Source: an optimization exercise on an open RTL-to-GDS flow (aim: small area and a short achievable clock period). Production flows keep margins and buffers that such runs may drop.
In this exercise RTL edits were held to simulation tests only and were not proved equivalent to the original.
Power is estimated from default activity; no workload was simulated.

==> flow/design.v (outline; a module is shown in full before it is edited, if it fits) <==
// module my_fir: 2660 lines
// module fa_: 4 lines
// module anb_: 3 lines
// module ha_: 4 lines
// module or2_: 3 lines
// module orn_: 3 lines
// module padd_: 75 lines
// module x2_: 3 lines
// module cpa_: 113 lines
module my_fir
#(parameter F=10)
(
input logic                clk,
input logic                rst,
input logic signed  [15:0] filter_in,
output logic signed [31:0] filter_out
    );
  // ...
==> flow/flow/run.sh <==
#!/bin/bash
# Standard layout, but the port buffers inserted before placement are plain
# buffers (buf_2) instead of the resizer's default delay cell; everything
# else is the standard flow (standard.sh).
export BUFFER_PORTS_ARGS="-buffer_cell sky130_fd_sc_hd__buf_2"
bash standard.sh > standard.log 2>&1
status=$?
cp standard.sh my_standard_copy.sh.txt 2>/dev/null
exit $status
==> flow/standard.sh <==
#!/bin/bash
# synth_recipe.tcl (not shown) runs the flow's synth.tcl, then flattens the netlist and writes it again
# the make line also repeats each setting of config.mk as NAME=value (left out here)
make -C /OpenROAD-flow-scripts/flow DESIGN_CONFIG=/design/flow/config.mk WORK_HOME=/design/flow/orfs CLKGATE_MAP_FILE= SYNTH_SCRIPT=/design/flow/synth_recipe.tcl "${@:-finish}"
==> flow/config.mk <==
export PLATFORM = sky130hd
export DESIGN_NAME = my_fir
export DESIGN_NICKNAME = my_fir
export VERILOG_FILES = /design/flow/design.v
export SDC_FILE = /design/flow/constraint.sdc
export NUM_CORES = 4
export LEC_CHECK = 0
export ABC_CLOCK_PERIOD_IN_PS = 2600
export CAP_MARGIN = 20
export CORE_MARGIN = 2
export CORE_UTILIZATION = 60
export CTS_CLUSTER_DIAMETER = 100
export CTS_CLUSTER_SIZE = 24
export PLACE_DENSITY = 0.75
export SETUP_SLACK_MARGIN = 4.1
export SLEW_MARGIN = 20
export SYNTH_HIERARCHICAL = 1
==> flow/constraint.sdc <==
create_clock -name core_clock -period 6.5 [get_ports {clk}]
set_input_delay 1.3000 -clock core_clock [delete_from_list [all_inputs] [get_ports {clk}]]
set_output_delay 1.3000 -clock core_clock [all_outputs]
set_load 0.01 [all_outputs]
==> impl_results.md, run 1 <==
* Power, Total at around 0.023 W
* Xor and xnor fraction of the mapped netlist area at 0.0202
* Switching power at around 0.0095 W
* Critical path arrival at 1210 ps
* TritonCTS clock tree: done
* Number of nets produced by synthesis at 3116
* Outcome: no timing/DRC/antenna violations
* Number of warning messages in the yosys log at 9
* End point of the worst hold path: d[14][14]
* Top cell category: sequential cells
* Post-route core utilization at 0.658
* Worst reg-to-reg path cell count at 3
* CTS Buf Count at 38
* Post-Syn Area per Cell at ~17 sq um
* Portion of total power attributed to sequential cells at 0.360
* Type of the setup path with the least slack: register to output pin
* Worst path slowest cell: sky130_fd_sc_hd__dfrtp_2
* Async SR Flop Fraction at 1.00
* Leakage component of the power at approximately 18 nW
* Cts hold-fix bufs at 0
* Top routing layer in use: met5
* Remaining number of nets flagged by the antenna check after routing at 0
* Data required time at the worst endpoint at around 5200 ps
* Net count reported at finish at about 3200
* Power of the combinational group at between 0.01 and 0.015 W
* Post-cts repair resize count at 127
* GR Layer Usage met3 at 0.116
* Commonest non-fill, non-tap cell in the layout: sky130_fd_sc_hd__fa_1
* Last weighted congestion value of the routability-driven placer at slightly below 1
* Fmax at approximately 400 MHz
* Flip-flop and latch power at between 0.008 and 0.009 W
* Crit. End Element: output pin
* Biggest fanout along the worst timing path at 11
* Area of combinational cells with multiple inputs at ~19000 sq um
* Multi-Input Combinational at about 1200
* Post-layout minimum cycle time at roughly 2500 ps
* Clk_buf instances at 55
* Int Pwr at between 0.01 and 0.015 W
* Main power group: combinational cells
* Worst Slack Setup Final at approximately 4000 ps
* Synthesized instance count at 2249
==> inputs of run 2 (changes only) <==
--- a/flow/config.mk
+++ b/flow/config.mk
@@ -12,6 +12,6 @@
 export CTS_CLUSTER_DIAMETER = 100
 export CTS_CLUSTER_SIZE = 24
 export PLACE_DENSITY = 0.75
-export SETUP_SLACK_MARGIN = 4.1
+export SETUP_SLACK_MARGIN = 4.0
 export SLEW_MARGIN = 20
 export SYNTH_HIERARCHICAL = 1
==> run 2 against run 1 <==
Net effect:
- sequential cell count stayed put
- largest cell class unchanged
- via count is 1.2% lower
- first-iteration DRC count is 2.3% higher
- critical endpoint unchanged
- clock power hardly changed
==> impl_results.md, run 2 <==
* Register with the highest flop count: d
* Post-Syn Area per Cell at 17.1 sq um (unchanged)
* Main combinational cell family by area after synthesis: adder cells
* Instance count along the most critical hold path at 0
* End point of the worst hold path: d[14][14]
* Pins Over Slew Limit at 0
* Leakage component of the power at 18.0 nW (-0.54%)
* Type of the setup path with the least slack: register to output pin
* Critical Path, Cell by Cell: buf_2
* Global-route usage over all layers at 0.308
* Post-layout minimum cycle time at 2510 ps (-2.47 ps)
* Cell type with the highest aggregate area in the netlist: sky130_fd_sc_hd__dfrtp_1
* DR iter-0 viols at approximately 1700
* Post-synthesis sequential area ratio at 0.487
* Last weighted congestion value of the routability-driven placer at 0.991 (unchanged)
* Fraction of final layout cells sized beyond drive strength 1 at 0.128
* Number of rows created at floorplan at 92
* Layout Cell Area excl Fill at just over 40000 sq um
* Number of buffers on the longest clock path at 3
* Flip-flop count of the largest register after layout at 256
* Worst path slowest cell: sky130_fd_sc_hd__dfrtp_2
* First-pass iteration count of the detailed router at 5
* Worst reg-to-reg path cell count at 3 (unchanged)
* Top flop regs: d (256), q (22)
* Vias per cell at roughly 5.6
* Net count reported at finish at 3211 (-0.62%)
* Number of endpoints failing setup at the final stage at 0
* Nature of the critical path startpoint: register
* CTS Buf Count at 38 (unchanged)
* Drc violations at 0
* Fraction of synthesized area in multiplexers at 0
* Cts hold-fix bufs at 0 (unchanged)
* Post-synth cell types at between 40 and 50
* Reg2Reg Setup Slack at 4020 ps
* Biggest fanout along the worst timing path at 11 (unchanged)
* Final HPWL from detailed placement at roughly 76000 um
* Pin count of the biggest net entering global routing at 174
* Crit. End Element: output pin
* Netlist area before placement at between 30000 and 40000 sq um
* Commonest non-fill, non-tap cell in the layout: sky130_fd_sc_hd__fa_1
* Placeable core region at between 60000 and 70000 sq um
* WP depth at 1
* Final worst-path cycle share at 0.386
* Cells taking the most area after synthesis: sky130_fd_sc_hd__dfrtp_1, sky130_fd_sc_hd__fa_1, sky130_fd_sc_hd__dfstp_2, sky130_fd_sc_hd__ha_1, sky130_fd_sc_hd__inv_1
* Area enclosed by the die boundary at about 66000 sq um
* Leading register cell type out of synthesis: sky130_fd_sc_hd__dfrtp_1
* Highest-count cells in the layout ignoring fill and taps: sky130_fd_sc_hd__fa_1, sky130_fd_sc_hd__dfrtp_1, sky130_fd_sc_hd__inv_1
* Total count of hold-check failures in the final report at 0
* Number of nets produced by synthesis at 3116 (unchanged)
* Post-synthesis adder-cell area fraction at 0.419
* Worst slew pin tran at a little under 900 ps
* Total wire length at 95000 um
* Xor and xnor fraction of the mapped netlist area at 0.0202 (unchanged)
* R2R Path Start: d[7][13]
* Initial core utilization at 0.609
* Area post-placement at around 40000 sq um
* Share of synthesized cell area in and, or, nand and nor gates at 0.0216
* VDD IR max at 0.256 mV
* Skew final at 38.9 ps
* Critical path's top delay family: flip-flops
* Area share of the largest cell type after synthesis at 0.438
* Async SR Flop Fraction at 1.00 (unchanged)
* Number of synthesized flops with an enable pin at 0
* TritonCTS clock tree: done
* Fmax at 399 MHz (about the same)
* Power, Total at 0.0229 W (-0.51%)
* Unrepaired setup endpoints after global routing: yes
* Number of warning messages in the yosys log at 9 (unchanged)
* IO Count at 50
* Top routing layer in use: met5
* I/O Buffers at just under 50
* Type of the worst min-delay path: register to register
* Seq cells post-synth at 746
* Compound-cell area share of the yosys netlist at 0.0231
* Top post-synthesis cells by count: sky130_fd_sc_hd__fa_1, sky130_fd_sc_hd__dfrtp_1, sky130_fd_sc_hd__inv_1, sky130_fd_sc_hd__ha_1, sky130_fd_sc_hd__dfstp_2
* Die width at between 200 and 300 um
* Outcome: no timing/DRC/antenna violations
* Critical hold path startpoint: d[13][14]
* Number of buffers and inverters on the critical path at 1
* Met1 routed wirelength after detailed routing at between 30000 and 40000 um
* Relative slew slack at 0.421
* Antenna violations before repair at 7
* Wire length of the first global-routing pass at 142000 um
* Leading cell type by number of instances after synthesis: sky130_fd_sc_hd__fa_1
* Synthesized instance count at 2249 (unchanged)
* Power density normalized to cell area at around 550 nW/um^2
* Sink Count at between 700 and 800
* Total global routing overflow at 0
* Critical Path Start: q[21]
* Data required time at the worst endpoint at 5200 ps (about the same)
* Root Buffer Master: sky130_fd_sc_hd__clkbuf_16
* WL per Instance at around 30 um
* Remaining number of nets flagged by the antenna check after routing at 0 (unchanged)
* WHS at 351 ps
* Clock latency of the later-clocked register in the worst-skew pair at between 600 and 700 ps
* Chip Height at ~260 um
* Capturing point of the worst reg2reg path: r0_2633
* Vias in the first global route at 21400
* Detailed-routed wire length on met2 at between 40000 and 50000 um
* Sum of met3 wire segment lengths after detailed routing at 9390 um
* H-Tree Level Count at 2
* Layout overhead on the synthesized area at 7.20%
* Number of violations of the max-capacitance limit at 0
* Slowest cell delay on critical path at 460 ps
* Critical path arrival at 1210 ps (about the same)
* Overall via count from detail_route at around 18000
* Clock transition time at the flip-flop clock pins of the worst setup and hold paths at around 90 ps
[run 2: cell counts after synthesis]
No cell type changed its count.
[run 2: cell type report]
cell class / count / area, sq um
Fill cell: 4352 / 22000
Sequential cell: 746 / 18900
Multi-Input combinational cell: 1218 / 18800
Tap cell: 846 / 1060
Clock buffer: 55 / 1020
Inverter: 269 / 1010
Timing Repair Buffer: 70 / 477
Clock inverter: 7 / 82.6
Timing Repair inverter: 1 / 5.00
Antenna cell: 2 / 5.00
[run 2: logic make-up (layout without fill, tap and decap cells)]
kind of cell | count (synthesis) | count (layout)
adder cells (fa/ha/maj) | 849 | 849
flip-flops | 746 | 746
buffers and inverters | 285 | 402
AND/OR/NAND/NOR | 148 | 148
AO/OA/AOI/OAI | 132 | 132
XOR/XNOR | 89 | 89
other | 0 | 2
[run 2: through the flow]
step                      utilization  worst slack (ps)  setup TNS [ps]  cells
after global routing            0.652              3920               0   3212
after floorplan                     -             -4970        -3497150   2249
final                           0.652              3990               0   3214
after global placement          0.630              3620               0   3139
after CTS                       0.649              3950               0   3204
after detailed placement        0.630              3570               0   3139
[run 2: layer usage]
| metal | vias up | track usage |
|---|---|---|
| met4 | 4 | 0.0854 |
| met2 | 745 | 0.462 |
| met5 | - | 0 |
| met3 | 194 | 0.110 |
| li1 | 7082 | - |
| met1 | 10100 | 0.436 |
[run 2: where the power goes]
| part | internal [W] | total [W] | switching [W] |
|---|---|---|---|
| registers | 0.00675 | 0.00828 | 0.00153 |
| logic | 0.00557 | 0.0120 | 0.00646 |
| clock network | 0.00113 | 0.00262 | 0.00149 |
[run 2: how the worst max path moves through the flow]
stage | to | slack [ps]
2_1_floorplan | d[0][0] | -4970
3_3_place_gp | d[5][2] | 3620
3_5_place_dp | d[6][2] | 3570
4_1_cts | filter_out[21] | 3950
5_1_grt | filter_out[30] | 3920
6_report | filter_out[21] | 3990
[run 2: Yosys stat by module (local to each module, per instance)]
module,flip-flops and latches,copies in the design,cells inside
x2_,0,34,1
ha_,0,2,1
cpa_,0,1,120
orn_,0,3,1
fa_,0,680,1
anb_,0,2,1
my_fir,746,1,912
padd_,0,6,78
or2_,0,28,1
[run 2: what timing repair did]
item | CTS | global route
gates cloned | 0 | 1
pin swaps | 1 | 5
gates resized for setup | 60 | 57
setup buffers | 3 | 7
setup endpoints to repair | 103 | 126

## port drivers added, routing unchanged
In the flow no input, the clock included, has a driving cell. The finished layouts below were timed again as built, in two steps.
Step 1: set_driving_cell puts a clkbuf_16 on clk and a buf_2 on each other input, an assumption about the parent block.
Step 2 moves the port delays by t, midway between the first and last clock arrival at a register: inputs arrive t later, outputs are due t later. That takes back most of the time a late clock gives input paths.
Slacks: ideal ports / drivers / drivers and shift; pairs: ideal ports / drivers.
run | t, ns | setup slack, ns | hold WS [ns] | worst setup path after step 2 | pins driven straight from the clock port
run 1 | 0.651 | 3.990 / 3.928 / 3.767 | 0.348 / 0.348 / 0.348 | input, reset recovery | 1
run 2 | 0.655 | 3.993 / 3.928 / 3.764 | 0.351 / 0.351 / 0.351 | input, reset recovery | 1
After both steps setup and hold are still met in every run listed. The setup slack of run 2, which loses most, moves by -0.065 ns with the drivers and by -0.229 ns with both steps. Setup slack includes reset recovery checks.
